What follows belongs to an exercise in optimizing a design on an open flow for small area, a short achievable clock period and few clock cycles; a production flow would make more cautious choices. Only the layout flow was run in this run; the RTL was not checked for function there. Power and IR drop assume default switching activity.

File: design/flow/flow/run.sh
#!/bin/bash
# Own layout flow: the standard ORFS layout with these changes.
#  1. Synthesis keeps the two modules apart (SYNTH_HIERARCHICAL=1; the standard flow's synthesis script
#     flattens them afterwards) so that ABC maps each with its own script: the round function
#     (ARS_ENDEcrp) with ORFS's area script (flow/abc_round.script), the top module's
#     multiplexers with the &nf mapper (flow/abc_top.script). It skips ORFS's full-adder
#     extraction (ADDER_MAP_FILE empty). Flip-flop mapping is unchanged, so the registers, their
#     names and cell types are those of the standard synthesis.
#  2. Ports are buffered with sky130_fd_sc_hd__buf_1 instead of the default buffer cell.
# Each make run's full output goes to its own log file in this folder.
set -euo pipefail
work=$(pwd)
rm -rf "$work/scripts_own"
cp -r "$FLOW_HOME/scripts" "$work/scripts_own"
cp "$work/flow/abc_round.script" "$work/scripts_own/abc_area.script"
cp "$work/flow/abc_top.script" "$work/scripts_own/abc_top.script"
python3 - "$work/scripts_own/synth.tcl" <<'PY'
import sys
p = sys.argv[1]
s = open(p).read()
old = "  log_cmd abc {*}$abc_args\n"
assert s.count(old) == 1
new = ("  log_cmd abc {*}$abc_args ARS_ENDEcrp\n"
       "  log_cmd abc {*}[lreplace $abc_args 1 1 $::env(SCRIPTS_DIR)/abc_top.script] ARS_des\n")
open(p, 'w').write(s.replace(old, new))
PY
bash standard.sh synth SCRIPTS_DIR="$work/scripts_own" ADDER_MAP_FILE= SYNTH_HIERARCHICAL=1 SYNTH_MINIMUM_KEEP_SIZE=0 > "$work/synth.log" 2>&1
bash standard.sh finish BUFFER_PORTS_ARGS="-buffer_cell sky130_fd_sc_hd__buf_1" > "$work/layout.log" 2>&1
test -f "$work/out/final.def"
File: design/flow/flow/abc_round.script
strash
dch
map -B 0.9
topo
stime -c
buffer -c
upsize -c
dnsize -c
File: design/flow/flow/abc_top.script
strash
&get -n
&dch
&nf -p
&put
topo
stime -c
buffer -c
upsize -c
dnsize -c
File: design/flow/standard.sh
#!/bin/bash
# synth_recipe.tcl (not shown) runs the flow's synth.tcl, then flattens the netlist and writes it again
# the make line also repeats each setting of config.mk as NAME=value (left out here)
make -C /OpenROAD-flow-scripts/flow DESIGN_CONFIG=/design/flow/config.mk WORK_HOME=/design/flow/orfs CLKGATE_MAP_FILE= SYNTH_SCRIPT=/design/flow/synth_recipe.tcl "${@:-finish}"
File: design/flow/config.mk
export PLATFORM = sky130hd
export DESIGN_NAME = ARS_des
export DESIGN_NICKNAME = ARS_des
export VERILOG_FILES = /design/flow/design.v
export SDC_FILE = /design/flow/constraint.sdc
export NUM_CORES = 4
export LEC_CHECK = 0
export ABC_AREA = 1
export CAP_MARGIN = 20
export CORE_MARGIN = 2
export CORE_UTILIZATION = 40
export SETUP_SLACK_MARGIN = 3.6
export SLEW_MARGIN = 20
File: design/flow/constraint.sdc
create_clock -name core_clock -period 6.0 [get_ports {clk}]
set_input_delay 1.2000 -clock core_clock [delete_from_list [all_inputs] [get_ports {clk}]]
set_output_delay 1.2000 -clock core_clock [all_outputs]
set_load 0.01 [all_outputs]
File: design/flow/design.v
module ARS_des(clk,reset,key,din,flag,dout,ready);
input [64:1] din;
input [64:1] key;
input clk,reset;
input flag;
output [64:1] dout;
output ready;
function [64:1]	IP;
input	[64:1]	IPin;
begin
IP=	 {IPin[58],IPin[50],IPin[42],IPin[34],IPin[26],IPin[18],IPin[10],IPin[2],
      IPin[60],IPin[52],IPin[44],IPin[36],IPin[28],IPin[20],IPin[12],IPin[4],
      IPin[62],IPin[54],IPin[46],IPin[38],IPin[30],IPin[22],IPin[14],IPin[6],
      IPin[64],IPin[56],IPin[48],IPin[40],IPin[32],IPin[24],IPin[16],IPin[8],
      IPin[57],IPin[49],IPin[41],IPin[33],IPin[25],IPin[17],IPin[9],IPin[1],
      IPin[59],IPin[51],IPin[43],IPin[35],IPin[27],IPin[19],IPin[11],IPin[3],
      IPin[61],IPin[53],IPin[45],IPin[37],IPin[29],IPin[21],IPin[13],IPin[5],
      IPin[63],IPin[55],IPin[47],IPin[39],IPin[31],IPin[23],IPin[15],IPin[7]};
end
endfunction
function [64:1] IVIP;
input    [64:1]  IP_1in;
begin
IVIP = {IP_1in[40],IP_1in[8],IP_1in[48],IP_1in[16],IP_1in[56],IP_1in[24],IP_1in[64],IP_1in[32],
        IP_1in[39],IP_1in[7],IP_1in[47],IP_1in[15],IP_1in[55],IP_1in[23],IP_1in[63],IP_1in[31],
        IP_1in[38],IP_1in[6],IP_1in[46],IP_1in[14],IP_1in[54],IP_1in[22],IP_1in[62],IP_1in[30],
        IP_1in[37],IP_1in[5],IP_1in[45],IP_1in[13],IP_1in[53],IP_1in[21],IP_1in[61],IP_1in[29],
        IP_1in[36],IP_1in[4],IP_1in[44],IP_1in[12],IP_1in[52],IP_1in[20],IP_1in[60],IP_1in[28],
        IP_1in[35],IP_1in[3],IP_1in[43],IP_1in[11],IP_1in[51],IP_1in[19],IP_1in[59],IP_1in[27],
        IP_1in[34],IP_1in[2],IP_1in[42],IP_1in[10],IP_1in[50],IP_1in[18],IP_1in[58],IP_1in[26],
        IP_1in[33],IP_1in[1],IP_1in[41],IP_1in[9],IP_1in[49],IP_1in[17],IP_1in[57],IP_1in[25]};
end
endfunction
reg [64:1] data;      
reg [1:56] cd;        
reg [3:0] cnt;        
reg mode;             
reg ready;
reg busy;             
reg sh1;              
wire [48:1] ksub = {cd[14], cd[17], cd[11], cd[24], cd[1], cd[5], cd[3], cd[28], cd[15], cd[6], cd[21], cd[10], cd[23], cd[19], cd[12], cd[4], cd[26], cd[8], cd[16], cd[7], cd[27], cd[20], cd[13], cd[2], cd[41], cd[52], cd[31], cd[37], cd[47], cd[55], cd[30], cd[40], cd[51], cd[45], cd[33], cd[48], cd[44], cd[49], cd[39], cd[56], cd[34], cd[53], cd[46], cd[42], cd[50], cd[36], cd[29], cd[32]};
wire [32:1] rl, rr;
ARS_ENDEcrp c1 (.OUTR(rr), .OUTL(rl), .INR(data[32:1]), .INL(data[64:33]), .K_sub(ksub));
wire ld_dec = ~reset & flag;
wire ld_enc = ~reset & ~flag;
wire ro_l1 = reset & ~mode & sh1;
wire ro_l2 = reset & ~mode & ~sh1;
wire ro_r1 = reset & mode & sh1;
wire ro_r2 = reset & mode & ~sh1;
always @(posedge clk)
  cd <= ({56{ld_dec}} & {key[8], key[16], key[24], key[32], key[40], key[48], key[56], key[64], key[7], key[15], key[23], key[31], key[39], key[47], key[55], key[63], key[6], key[14], key[22], key[30], key[38], key[46], key[54], key[62], key[5], key[13], key[21], key[29], key[2], key[10], key[18], key[26], key[34], key[42], key[50], key[58], key[3], key[11], key[19], key[27], key[35], key[43], key[51], key[59], key[4], key[12], key[20], key[28], key[36], key[44], key[52], key[60], key[37], key[45], key[53], key[61]}) | ({56{ld_enc}} & {key[16], key[24], key[32], key[40], key[48], key[56], key[64], key[7], key[15], key[23], key[31], key[39], key[47], key[55], key[63], key[6], key[14], key[22], key[30], key[38], key[46], key[54], key[62], key[5], key[13], key[21], key[29], key[8], key[10], key[18], key[26], key[34], key[42], key[50], key[58], key[3], key[11], key[19], key[27], key[35], key[43], key[51], key[59], key[4], key[12], key[20], key[28], key[36], key[44], key[52], key[60], key[37], key[45], key[53], key[61], key[2]}) |
        ({56{ro_l1}} & {cd[2], cd[3], cd[4], cd[5], cd[6], cd[7], cd[8], cd[9], cd[10], cd[11], cd[12], cd[13], cd[14], cd[15], cd[16], cd[17], cd[18], cd[19], cd[20], cd[21], cd[22], cd[23], cd[24], cd[25], cd[26], cd[27], cd[28], cd[1], cd[30], cd[31], cd[32], cd[33], cd[34], cd[35], cd[36], cd[37], cd[38], cd[39], cd[40], cd[41], cd[42], cd[43], cd[44], cd[45], cd[46], cd[47], cd[48], cd[49], cd[50], cd[51], cd[52], cd[53], cd[54], cd[55], cd[56], cd[29]}) | ({56{ro_l2}} & {cd[3], cd[4], cd[5], cd[6], cd[7], cd[8], cd[9], cd[10], cd[11], cd[12], cd[13], cd[14], cd[15], cd[16], cd[17], cd[18], cd[19], cd[20], cd[21], cd[22], cd[23], cd[24], cd[25], cd[26], cd[27], cd[28], cd[1], cd[2], cd[31], cd[32], cd[33], cd[34], cd[35], cd[36], cd[37], cd[38], cd[39], cd[40], cd[41], cd[42], cd[43], cd[44], cd[45], cd[46], cd[47], cd[48], cd[49], cd[50], cd[51], cd[52], cd[53], cd[54], cd[55], cd[56], cd[29], cd[30]}) |
        ({56{ro_r1}} & {cd[28], cd[1], cd[2], cd[3], cd[4], cd[5], cd[6], cd[7], cd[8], cd[9], cd[10], cd[11], cd[12], cd[13], cd[14], cd[15], cd[16], cd[17], cd[18], cd[19], cd[20], cd[21], cd[22], cd[23], cd[24], cd[25], cd[26], cd[27], cd[56], cd[29], cd[30], cd[31], cd[32], cd[33], cd[34], cd[35], cd[36], cd[37], cd[38], cd[39], cd[40], cd[41], cd[42], cd[43], cd[44], cd[45], cd[46], cd[47], cd[48], cd[49], cd[50], cd[51], cd[52], cd[53], cd[54], cd[55]}) | ({56{ro_r2}} & {cd[27], cd[28], cd[1], cd[2], cd[3], cd[4], cd[5], cd[6], cd[7], cd[8], cd[9], cd[10], cd[11], cd[12], cd[13], cd[14], cd[15], cd[16], cd[17], cd[18], cd[19], cd[20], cd[21], cd[22], cd[23], cd[24], cd[25], cd[26], cd[55], cd[56], cd[29], cd[30], cd[31], cd[32], cd[33], cd[34], cd[35], cd[36], cd[37], cd[38], cd[39], cd[40], cd[41], cd[42], cd[43], cd[44], cd[45], cd[46], cd[47], cd[48], cd[49], cd[50], cd[51], cd[52], cd[53], cd[54]});
always @(posedge clk) begin
  if (reset == 1'b0) begin
    data  <= IP(din);
    mode  <= flag;
    cnt   <= 4'd0;
    ready <= 1'b0;
    busy  <= 1'b1;
    sh1   <= 1'b1;
  end else begin
    if (busy) data <= {rl, rr};
    cnt <= cnt + 4'd1;
    sh1 <= (cnt == 4'd6) | (cnt == 4'd13);
    if (cnt == 4'd15) begin
      ready <= 1'b1;
      busy  <= 1'b0;
    end
  end
end
assign dout = IVIP({data[32:1], data[64:33]});
endmodule
module ARS_ENDEcrp(OUTR, OUTL, INR, INL, K_sub);
output	[32:1]	OUTR, OUTL;
input	[32:1]	INR, INL;
input	[48:1]	K_sub;
wire	[48:1] E;
wire	[48:1] X;
wire	[48:1] S;
assign E[48:1] = {	INR[32], INR[1], INR[2], INR[3], INR[4], INR[5], INR[4], INR[5],
			INR[6], INR[7], INR[8], INR[9], INR[8], INR[9], INR[10], INR[11],
			INR[12], INR[13], INR[12], INR[13], INR[14], INR[15], INR[16],
			INR[17], INR[16], INR[17], INR[18], INR[19], INR[20], INR[21],
			INR[20], INR[21], INR[22], INR[23], INR[24], INR[25], INR[24],
			INR[25], INR[26], INR[27], INR[28], INR[29], INR[28], INR[29],
			INR[30], INR[31], INR[32], INR[1]};
assign X = E ^ K_sub;
function [4:1] sbox1;
input [6:1] addr;
begin
  case ({addr[6], addr[1], addr[5:2]})	
         0:  sbox1 =  14;
         1:  sbox1 =   4;
         2:  sbox1 =  13;
         3:  sbox1 =   1;
         4:  sbox1 =   2;
         5:  sbox1 =  15;
         6:  sbox1 =  11;
         7:  sbox1 =   8;
         8:  sbox1 =   3;
         9:  sbox1 =  10;
        10:  sbox1 =   6;
        11:  sbox1 =  12;
        12:  sbox1 =   5;
        13:  sbox1 =   9;
        14:  sbox1 =   0;
        15:  sbox1 =   7;
        16:  sbox1 =   0;
        17:  sbox1 =  15;
        18:  sbox1 =   7;
        19:  sbox1 =   4;
        20:  sbox1 =  14;
        21:  sbox1 =   2;
        22:  sbox1 =  13;
        23:  sbox1 =   1;
        24:  sbox1 =  10;
        25:  sbox1 =   6;
        26:  sbox1 =  12;
        27:  sbox1 =  11;
        28:  sbox1 =   9;
        29:  sbox1 =   5;
        30:  sbox1 =   3;
        31:  sbox1 =   8;
        32:  sbox1 =   4;
        33:  sbox1 =   1;
        34:  sbox1 =  14;
        35:  sbox1 =   8;
        36:  sbox1 =  13;
        37:  sbox1 =   6;
        38:  sbox1 =   2;
        39:  sbox1 =  11;
        40:  sbox1 =  15;
        41:  sbox1 =  12;
        42:  sbox1 =   9;
        43:  sbox1 =   7;
        44:  sbox1 =   3;
        45:  sbox1 =  10;
        46:  sbox1 =   5;
        47:  sbox1 =   0;
        48:  sbox1 =  15;
        49:  sbox1 =  12;
        50:  sbox1 =   8;
        51:  sbox1 =   2;
        52:  sbox1 =   4;
        53:  sbox1 =   9;
        54:  sbox1 =   1;
        55:  sbox1 =   7;
        56:  sbox1 =   5;
        57:  sbox1 =  11;
        58:  sbox1 =   3;
        59:  sbox1 =  14;
        60:  sbox1 =  10;
        61:  sbox1 =   0;
        62:  sbox1 =   6;
        63:  sbox1 =  13;
      endcase
end
endfunction
function [4:1] sbox2;
input [6:1] addr;
begin
  case ({addr[6], addr[1], addr[5:2]})
         0:  sbox2 = 15;
         1:  sbox2 =  1;
         2:  sbox2 =  8;
         3:  sbox2 = 14;
         4:  sbox2 =  6;
         5:  sbox2 = 11;
         6:  sbox2 =  3;
         7:  sbox2 =  4;
         8:  sbox2 =  9;
         9:  sbox2 =  7;
        10:  sbox2 =  2;
        11:  sbox2 = 13;
        12:  sbox2 = 12;
        13:  sbox2 =  0;
        14:  sbox2 =  5;
        15:  sbox2 = 10;
        16:  sbox2 =  3;
        17:  sbox2 = 13;
        18:  sbox2 =  4;
        19:  sbox2 =  7;
        20:  sbox2 = 15;
        21:  sbox2 =  2;
        22:  sbox2 =  8;
        23:  sbox2 = 14;
        24:  sbox2 = 12;
        25:  sbox2 =  0;
        26:  sbox2 =  1;
        27:  sbox2 = 10;
        28:  sbox2 =  6;
        29:  sbox2 =  9;
        30:  sbox2 = 11;
        31:  sbox2 =  5;
        32:  sbox2 =  0;
        33:  sbox2 = 14;
        34:  sbox2 =  7;
        35:  sbox2 = 11;
        36:  sbox2 = 10;
        37:  sbox2 =  4;
        38:  sbox2 = 13;
        39:  sbox2 =  1;
        40:  sbox2 =  5;
        41:  sbox2 =  8;
        42:  sbox2 = 12;
        43:  sbox2 =  6;
        44:  sbox2 =  9;
        45:  sbox2 =  3;
        46:  sbox2 =  2;
        47:  sbox2 = 15;
        48:  sbox2 = 13;
        49:  sbox2 =  8;
        50:  sbox2 = 10;
        51:  sbox2 =  1;
        52:  sbox2 =  3;
        53:  sbox2 = 15;
        54:  sbox2 =  4;
        55:  sbox2 =  2;
        56:  sbox2 = 11;
        57:  sbox2 =  6;
        58:  sbox2 =  7;
        59:  sbox2 = 12;
        60:  sbox2 =  0;
        61:  sbox2 =  5;
        62:  sbox2 = 14;
        63:  sbox2 =  9;
      endcase
end
endfunction
function [4:1] sbox3;
input [6:1] addr;
begin
  case ({addr[6], addr[1], addr[5:2]})
         0:  sbox3 = 10;
         1:  sbox3 =  0;
         2:  sbox3 =  9;
         3:  sbox3 = 14;
         4:  sbox3 =  6;
         5:  sbox3 =  3;
         6:  sbox3 = 15;
         7:  sbox3 =  5;
         8:  sbox3 =  1;
         9:  sbox3 = 13;
        10:  sbox3 = 12;
        11:  sbox3 =  7;
        12:  sbox3 = 11;
        13:  sbox3 =  4;
        14:  sbox3 =  2;
        15:  sbox3 =  8;
        16:  sbox3 = 13;
        17:  sbox3 =  7;
        18:  sbox3 =  0;
        19:  sbox3 =  9;
        20:  sbox3 =  3;
        21:  sbox3 =  4;
        22:  sbox3 =  6;
        23:  sbox3 = 10;
        24:  sbox3 =  2;
        25:  sbox3 =  8;
        26:  sbox3 =  5;
        27:  sbox3 = 14;
        28:  sbox3 = 12;
        29:  sbox3 = 11;
        30:  sbox3 = 15;
        31:  sbox3 =  1;
        32:  sbox3 = 13;
        33:  sbox3 =  6;
        34:  sbox3 =  4;
        35:  sbox3 =  9;
        36:  sbox3 =  8;
        37:  sbox3 = 15;
        38:  sbox3 =  3;
        39:  sbox3 =  0;
        40:  sbox3 = 11;
        41:  sbox3 =  1;
        42:  sbox3 =  2;
        43:  sbox3 = 12;
        44:  sbox3 =  5;
        45:  sbox3 = 10;
        46:  sbox3 = 14;
        47:  sbox3 =  7;
        48:  sbox3 =  1;
        49:  sbox3 = 10;
        50:  sbox3 = 13;
        51:  sbox3 =  0;
        52:  sbox3 =  6;
        53:  sbox3 =  9;
        54:  sbox3 =  8;
        55:  sbox3 =  7;
        56:  sbox3 =  4;
        57:  sbox3 = 15;
        58:  sbox3 = 14;
        59:  sbox3 =  3;
        60:  sbox3 = 11;
        61:  sbox3 =  5;
        62:  sbox3 =  2;
        63:  sbox3 = 12;
      endcase
end
endfunction
function [4:1] sbox4;
input [6:1] addr;
begin
  case ({addr[6], addr[1], addr[5:2]})
         0:  sbox4 =  7;
         1:  sbox4 = 13;
         2:  sbox4 = 14;
         3:  sbox4 =  3;
         4:  sbox4 =  0;
         5:  sbox4 =  6;
         6:  sbox4 =  9;
         7:  sbox4 = 10;
         8:  sbox4 =  1;
         9:  sbox4 =  2;
        10:  sbox4 =  8;
        11:  sbox4 =  5;
        12:  sbox4 = 11;
        13:  sbox4 = 12;
        14:  sbox4 =  4;
        15:  sbox4 = 15;
        16:  sbox4 = 13;
        17:  sbox4 =  8;
        18:  sbox4 = 11;
        19:  sbox4 =  5;
        20:  sbox4 =  6;
        21:  sbox4 = 15;
        22:  sbox4 =  0;
        23:  sbox4 =  3;
        24:  sbox4 =  4;
        25:  sbox4 =  7;
        26:  sbox4 =  2;
        27:  sbox4 = 12;
        28:  sbox4 =  1;
        29:  sbox4 = 10;
        30:  sbox4 = 14;
        31:  sbox4 =  9;
        32:  sbox4 = 10;
        33:  sbox4 =  6;
        34:  sbox4 =  9;
        35:  sbox4 =  0;
        36:  sbox4 = 12;
        37:  sbox4 = 11;
        38:  sbox4 =  7;
        39:  sbox4 = 13;
        40:  sbox4 = 15;
        41:  sbox4 =  1;
        42:  sbox4 =  3;
        43:  sbox4 = 14;
        44:  sbox4 =  5;
        45:  sbox4 =  2;
        46:  sbox4 =  8;
        47:  sbox4 =  4;
        48:  sbox4 =  3;
        49:  sbox4 = 15;
        50:  sbox4 =  0;
        51:  sbox4 =  6;
        52:  sbox4 = 10;
        53:  sbox4 =  1;
        54:  sbox4 = 13;
        55:  sbox4 =  8;
        56:  sbox4 =  9;
        57:  sbox4 =  4;
        58:  sbox4 =  5;
        59:  sbox4 = 11;
        60:  sbox4 = 12;
        61:  sbox4 =  7;
        62:  sbox4 =  2;
        63:  sbox4 = 14;
      endcase
end
endfunction
function [4:1] sbox5;
input [6:1] addr;
begin
  case ({addr[6], addr[1], addr[5:2]})	
         0:  sbox5 =  2;
         1:  sbox5 = 12;
         2:  sbox5 =  4;
         3:  sbox5 =  1;
         4:  sbox5 =  7;
         5:  sbox5 = 10;
         6:  sbox5 = 11;
         7:  sbox5 =  6;
         8:  sbox5 =  8;
         9:  sbox5 =  5;
        10:  sbox5 =  3;
        11:  sbox5 = 15;
        12:  sbox5 = 13;
        13:  sbox5 =  0;
        14:  sbox5 = 14;
        15:  sbox5 =  9;
        16:  sbox5 = 14;
        17:  sbox5 = 11;
        18:  sbox5 =  2;
        19:  sbox5 = 12;
        20:  sbox5 =  4;
        21:  sbox5 =  7;
        22:  sbox5 = 13;
        23:  sbox5 =  1;
        24:  sbox5 =  5;
        25:  sbox5 =  0;
        26:  sbox5 = 15;
        27:  sbox5 = 10;
        28:  sbox5 =  3;
        29:  sbox5 =  9;
        30:  sbox5 =  8;
        31:  sbox5 =  6;
        32:  sbox5 =  4;
        33:  sbox5 =  2;
        34:  sbox5 =  1;
        35:  sbox5 = 11;
        36:  sbox5 = 10;
        37:  sbox5 = 13;
        38:  sbox5 =  7;
        39:  sbox5 =  8;
        40:  sbox5 = 15;
        41:  sbox5 =  9;
        42:  sbox5 = 12;
        43:  sbox5 =  5;
        44:  sbox5 =  6;
        45:  sbox5 =  3;
        46:  sbox5 =  0;
        47:  sbox5 = 14;
        48:  sbox5 = 11;
        49:  sbox5 =  8;
        50:  sbox5 = 12;
        51:  sbox5 =  7;
        52:  sbox5 =  1;
        53:  sbox5 = 14;
        54:  sbox5 =  2;
        55:  sbox5 = 13;
        56:  sbox5 =  6;
        57:  sbox5 = 15;
        58:  sbox5 =  0;
        59:  sbox5 =  9;
        60:  sbox5 = 10;
        61:  sbox5 =  4;
        62:  sbox5 =  5;
        63:  sbox5 =  3;
      endcase
end
endfunction
function [4:1] sbox6;
input [6:1] addr;
begin
  case ({addr[6], addr[1], addr[5:2]})	
         0:  sbox6 = 12;
         1:  sbox6 =  1;
         2:  sbox6 = 10;
         3:  sbox6 = 15;
         4:  sbox6 =  9;
         5:  sbox6 =  2;
         6:  sbox6 =  6;
         7:  sbox6 =  8;
         8:  sbox6 =  0;
         9:  sbox6 = 13;
        10:  sbox6 =  3;
        11:  sbox6 =  4;
        12:  sbox6 = 14;
        13:  sbox6 =  7;
        14:  sbox6 =  5;
        15:  sbox6 = 11;
        16:  sbox6 = 10;
        17:  sbox6 = 15;
        18:  sbox6 =  4;
        19:  sbox6 =  2;
        20:  sbox6 =  7;
        21:  sbox6 = 12;
        22:  sbox6 =  9;
        23:  sbox6 =  5;
        24:  sbox6 =  6;
        25:  sbox6 =  1;
        26:  sbox6 = 13;
        27:  sbox6 = 14;
        28:  sbox6 =  0;
        29:  sbox6 = 11;
        30:  sbox6 =  3;
        31:  sbox6 =  8;
        32:  sbox6 =  9;
        33:  sbox6 = 14;
        34:  sbox6 = 15;
        35:  sbox6 =  5;
        36:  sbox6 =  2;
        37:  sbox6 =  8;
        38:  sbox6 = 12;
        39:  sbox6 =  3;
        40:  sbox6 =  7;
        41:  sbox6 =  0;
        42:  sbox6 =  4;
        43:  sbox6 = 10;
        44:  sbox6 =  1;
        45:  sbox6 = 13;
        46:  sbox6 = 11;
        47:  sbox6 =  6;
        48:  sbox6 =  4;
        49:  sbox6 =  3;
        50:  sbox6 =  2;
        51:  sbox6 = 12;
        52:  sbox6 =  9;
        53:  sbox6 =  5;
        54:  sbox6 = 15;
        55:  sbox6 = 10;
        56:  sbox6 = 11;
        57:  sbox6 = 14;
        58:  sbox6 =  1;
        59:  sbox6 =  7;
        60:  sbox6 =  6;
        61:  sbox6 =  0;
        62:  sbox6 =  8;
        63:  sbox6 = 13;
      endcase
end
endfunction
function [4:1] sbox7;
input [6:1] addr;
begin
  case ({addr[6], addr[1], addr[5:2]})	
         0:  sbox7 =  4;
         1:  sbox7 = 11;
         2:  sbox7 =  2;
         3:  sbox7 = 14;
         4:  sbox7 = 15;
         5:  sbox7 =  0;
         6:  sbox7 =  8;
         7:  sbox7 = 13;
         8:  sbox7 =  3;
         9:  sbox7 = 12;
        10:  sbox7 =  9;
        11:  sbox7 =  7;
        12:  sbox7 =  5;
        13:  sbox7 = 10;
        14:  sbox7 =  6;
        15:  sbox7 =  1;
        16:  sbox7 = 13;
        17:  sbox7 =  0;
        18:  sbox7 = 11;
        19:  sbox7 =  7;
        20:  sbox7 =  4;
        21:  sbox7 =  9;
        22:  sbox7 =  1;
        23:  sbox7 = 10;
        24:  sbox7 = 14;
        25:  sbox7 =  3;
        26:  sbox7 =  5;
        27:  sbox7 = 12;
        28:  sbox7 =  2;
        29:  sbox7 = 15;
        30:  sbox7 =  8;
        31:  sbox7 =  6;
        32:  sbox7 =  1;
        33:  sbox7 =  4;
        34:  sbox7 = 11;
        35:  sbox7 = 13;
        36:  sbox7 = 12;
        37:  sbox7 =  3;
        38:  sbox7 =  7;
        39:  sbox7 = 14;
        40:  sbox7 = 10;
        41:  sbox7 = 15;
        42:  sbox7 =  6;
        43:  sbox7 =  8;
        44:  sbox7 =  0;
        45:  sbox7 =  5;
        46:  sbox7 =  9;
        47:  sbox7 =  2;
        48:  sbox7 =  6;
        49:  sbox7 = 11;
        50:  sbox7 = 13;
        51:  sbox7 =  8;
        52:  sbox7 =  1;
        53:  sbox7 =  4;
        54:  sbox7 = 10;
        55:  sbox7 =  7;
        56:  sbox7 =  9;
        57:  sbox7 =  5;
        58:  sbox7 =  0;
        59:  sbox7 = 15;
        60:  sbox7 = 14;
        61:  sbox7 =  2;
        62:  sbox7 =  3;
        63:  sbox7 = 12;
      endcase
end
endfunction
function [4:1] sbox8;
input [6:1] addr;
begin
  case ({addr[6], addr[1], addr[5:2]})	
         0:  sbox8 = 13;
         1:  sbox8 =  2;
         2:  sbox8 =  8;
         3:  sbox8 =  4;
         4:  sbox8 =  6;
         5:  sbox8 = 15;
         6:  sbox8 = 11;
         7:  sbox8 =  1;
         8:  sbox8 = 10;
         9:  sbox8 =  9;
        10:  sbox8 =  3;
        11:  sbox8 = 14;
        12:  sbox8 =  5;
        13:  sbox8 =  0;
        14:  sbox8 = 12;
        15:  sbox8 =  7;
        16:  sbox8 =  1;
        17:  sbox8 = 15;
        18:  sbox8 = 13;
        19:  sbox8 =  8;
        20:  sbox8 = 10;
        21:  sbox8 =  3;
        22:  sbox8 =  7;
        23:  sbox8 =  4;
        24:  sbox8 = 12;
        25:  sbox8 =  5;
        26:  sbox8 =  6;
        27:  sbox8 = 11;
        28:  sbox8 =  0;
        29:  sbox8 = 14;
        30:  sbox8 =  9;
        31:  sbox8 =  2;
        32:  sbox8 =  7;
        33:  sbox8 = 11;
        34:  sbox8 =  4;
        35:  sbox8 =  1;
        36:  sbox8 =  9;
        37:  sbox8 = 12;
        38:  sbox8 = 14;
        39:  sbox8 =  2;
        40:  sbox8 =  0;
        41:  sbox8 =  6;
        42:  sbox8 = 10;
        43:  sbox8 = 13;
        44:  sbox8 = 15;
        45:  sbox8 =  3;
        46:  sbox8 =  5;
        47:  sbox8 =  8;
        48:  sbox8 =  2;
        49:  sbox8 =  1;
        50:  sbox8 = 14;
        51:  sbox8 =  7;
        52:  sbox8 =  4;
        53:  sbox8 = 10;
        54:  sbox8 =  8;
        55:  sbox8 = 13;
        56:  sbox8 = 15;
        57:  sbox8 = 12;
        58:  sbox8 =  9;
        59:  sbox8 =  0;
        60:  sbox8 =  3;
        61:  sbox8 =  5;
        62:  sbox8 =  6;
        63:  sbox8 = 11;
      endcase
end
endfunction
assign S[04:01] = sbox1(X[06:01]);
assign S[08:05] = sbox2(X[12:07]);
assign S[12:09] = sbox3(X[18:13]);
assign S[16:13] = sbox4(X[24:19]);
assign S[20:17] = sbox5(X[30:25]);
assign S[24:21] = sbox6(X[36:31]);
assign S[28:25] = sbox7(X[42:37]);
assign S[32:29] = sbox8(X[48:43]);
assign OUTR = {	S[16], S[7], S[20], S[21], S[29], S[12], S[28],
			S[17], S[1], S[15], S[23], S[26], S[5], S[18],
			S[31], S[10], S[2], S[8], S[24], S[14], S[32],
			S[27], S[3], S[9], S[19], S[13], S[30], S[6],
			S[22], S[11], S[4], S[25]}^ INL;
assign OUTL = INR;
endmodule
==> summary.md <==
| Metric | Value |
|---|---|
| Status | `finished clean` |
| Post-route antenna net violation count | `0` |
| Worst skew pair latency | `0.43 ns` |
| DRT Pass-1 Iters | `14` |
| Post-synth EDFFs | `65` |
| Synthesized area | `10600 sq um` |
| Site Rows | `59` |
| Final Max Tran Viols | `0` |
| Clock-pin transition on the worst setup and hold timing paths | `0.06 ns` |
| Hold/Removal Path Class | `reg -> reg` |
| Cell Pwr Density | `659 nW/um^2` |
| Layout area overhead | `23.9%` |
| Flops & latches, synth | `128` |
| Drt total wl | `36.1 mm` |
| Ys Warns | `8` |
| Final period util | `0.408` |
| Detail-routed via count per cell | `5.82` |
| Die Y-Extent | `167 um` |
| Minimum clock period | `2.45 ns` |
| Clock Skews | `0.0108 ns` |
| Synth Instances | `1456` |
| Syn avg cell area | `7.31 sq um` |
| Share of the synthesized area in the top cell type | `0.189` |
| WS Path Type | `reg -> out` |
| GRT Overall Usage | `0.246` |
| DR WL/cell | `18.0 um` |
| Max FO, Critical Path | `3` |
| Wire length of the first global-routing pass | `55.3 mm` |
| DR vias | `11661` |
| CP Launch Point | `data[15]$_DFFE_PP_` |
| Max-slew headroom | `0.332` |
| WP data required | `4.80 ns` |
| GRT Residual Overflow | `0` |
| Largest net degree at the start of global routing | `66` |
| Multi-input logic area | `7160 sq um` |
| TritonCTS clock tree | `built` |
| Max Freq | `408 MHz` |
| Sequential fraction of the synthesis area | `0.302` |
| Most frequent cells in the layout | `nand2_1 (520), nand3_1 (254), buf_1 (185)` |
| IO Pins | `196` |
| Die footprint | `27900 sq um` |
| Drt drc | `0` |
| Final count of negative-setup-slack endpoints | `0` |
| Die X | `167 um` |
| Ys flop type | `edfxtp_1` |
| Number of antenna violations at the first check in global routing | `1` |
| Layout cells sized above 1 | `0.173` |
| FF-to-FF path depth | `11` |
| CTS Root Cell | `clkbuf_16` |
| # fillers | `2582` |
| Mapped Nets | `1587` |
| Clock buffer count from CTS | `17` |
| Top cells by area, synth | `nand2_1 (19%), edfxtp_1 (18%), nand3_1 (12%), dfxtp_1 (12%), a222oi_1 (11%)` |
| CTS sink cnt | `128` |
| PortBufs | `187` |
| R2r setup slk | `3.66 ns` |
| Reg2reg end | `data[14]$_DFFE_PP_` |
| Crit end category | `output pin` |
| Setup total negative slack | `0 ns` |
| Final hold violations | `0` |
| Worst-Margin Slew | `1.00 ns` |
| R2r startpoint | `data[9]$_DFFE_PP_` |
| Routability cong. | `0.961` |
| Initial core utilization | `0.408` |
| Top cell type by total area after synthesis | `nand2_1` |
| Max VDD drop | `0.290 mV` |
| CP arrival | `1.25 ns` |
| Maximum root-to-sink buffer count | `2` |
| Fin nets | `1784` |
| Area of the core | `26100 sq um` |
| Setup crit start kind | `flip-flop` |
| Register area | `3220 sq um` |
| RSZ-0062 raised after global routing | `true` |
| CP endpoint | `dout[54]` |
| Vias in the first global route | `10186` |
| Maxcap violations | `0` |
| DP Wirelength | `25.0 mm` |
| Hold Buf Count CTS | `0` |
| Yosys cell types | `41` |
| Leakage | `5.98 nW` |
| Most common cell after layout, fill and taps aside | `nand2_1` |
| Post-synth ARST share | `0` |
| Iteration-0 DRC Markers | `1680` |
| Final Hold Slack | `0.473 ns` |
| H-Tree Depth | `4` |
## metrics by stage
stage                util  std cells  total power [mW]  area, sq um  setup slack (ns)
finish              0.506       2002              8.69        13200              3.55
global route        0.506       2002              9.49        13200              3.51
CTS                 0.476       1953              8.07        12400              3.47
detailed placement  0.433       1893              6.60        11300              2.49
global placement    0.432       1892              6.59        11200              2.49
floorplan               -       1456              5.55        10600              3.63
## modules after synthesis, one instance, submodules excluded
module	cells	area [sq um]	copies in the design	flops+latches
ARS_ENDEcrp	1028	4930	1	0
ARS_des	428	5700	1	128
## report_power, final
group | internal, mW | leakage, nW | switching (mW)
combinational | 2.36 | 4.44 | 3.53
clock | 0.700 | 0.313 | 0.436
sequential | 1.25 | 1.22 | 0.416
## how the worst min path moves through the flow
stage | from | end | slack, ns | cells after the start
after floorplan | cd[9]$_DFF_P_ | cd[11]$_DFF_P_ | 0.49 | 2
after global placement | ready$_SDFFE_PN0N_ | ready$_SDFFE_PN0N_ | 0.45 | 1
after detailed placement | ready$_SDFFE_PN0N_ | ready$_SDFFE_PN0N_ | 0.46 | 1
after CTS | ready$_SDFFE_PN0N_ | ready$_SDFFE_PN0N_ | 0.47 | 1
after global routing | ready$_SDFFE_PN0N_ | ready$_SDFFE_PN0N_ | 0.50 | 1
final | ready$_SDFFE_PN0N_ | ready$_SDFFE_PN0N_ | 0.47 | 1
## registers in the layout, summed over array words and instances (netlist names)
signal	cells
busy	1
cd	56
cnt	4
data	64
mode	1
ready	1
sh1	1
## layout make-up
class,count,area share
well taps,335,0.0318
inverters,86,0.0251
multi-input cells,1153,0.543
clock buffers,22,0.0393
repair buffers,267,0.107
diodes,1,0.000190
flip-flops and latches,128,0.245
clock inverters,10,0.00883
## worst max-delay path, stage by stage, from the launching register on
cell and delay (ns):
edfxtp_1 0.51, buf_4 0.19, buf_1 0.12
## kinds of logic after synthesis
logic type,count (synthesis),share of synthesized area
xor+xnor,57,0.0621
simple gates,873,0.354
flops,128,0.302
compound gates,155,0.127
buf+inv,179,0.0868
mux,64,0.0677
## metal layers
layer	wire, um	track usage	vias up
met3	3010	0.0385	70
met4	1300	0.100	0
met1	15200	0.338	5383
met2	16600	0.388	629
met5	0	0	-
li1	-	-	5579
## synthesized netlist by cell type, drive strengths merged, types with 2 or more instances
master,count
nand2,545
nand3,263
a222oi,112
inv,84
buf,78
edfxtp,65
mux2,64
dfxtp,63
xnor2,41
nor2,33
o21ai,19
a21oi,17
xor2,16
clkbuf,15
nand3b,14
nand4,7
o211ai,4
and3b,2
clkinv,2
nor2b,2
nor3,2
## repair_timing
action                                  CTS  global route
buffers inserted                         24            47
pin swaps                                 3            16
endpoints found under the setup margin  177            44
gates resized for setup                  37            73
cloned                                    4             1

==> static timing again, ports no longer ideal <==
In the flow no input, the clock included, has a driving cell. The finished layout below was timed again as built, in two steps. Step 1 (the two cells are an assumption about what drives the block):
set clk [get_ports {clk}]
set_driving_cell -lib_cell sky130_fd_sc_hd__clkbuf_16 $clk
set_driving_cell -lib_cell sky130_fd_sc_hd__buf_2 [delete_from_list [all_inputs] $clk]
Step 2 adds t to the input delays and takes it off the output delays; t is the mean of the earliest and latest rising clock arrival at the registers after step 1. Input paths then give back, and output paths get back, about the clock's delay inside the block. a / b / c = ideal ports / drivers / drivers and shift; a / b = the first two.
shift t [ns]: 0.476
slack for setup (ns): 3.549 / 3.502 / 3.266
worst register clock-pin slew, ns: 0.07 / 0.07
After both steps setup and hold are still met in this run. The setup slack of this run moves by -0.047 ns with the drivers and by -0.283 ns with both steps.
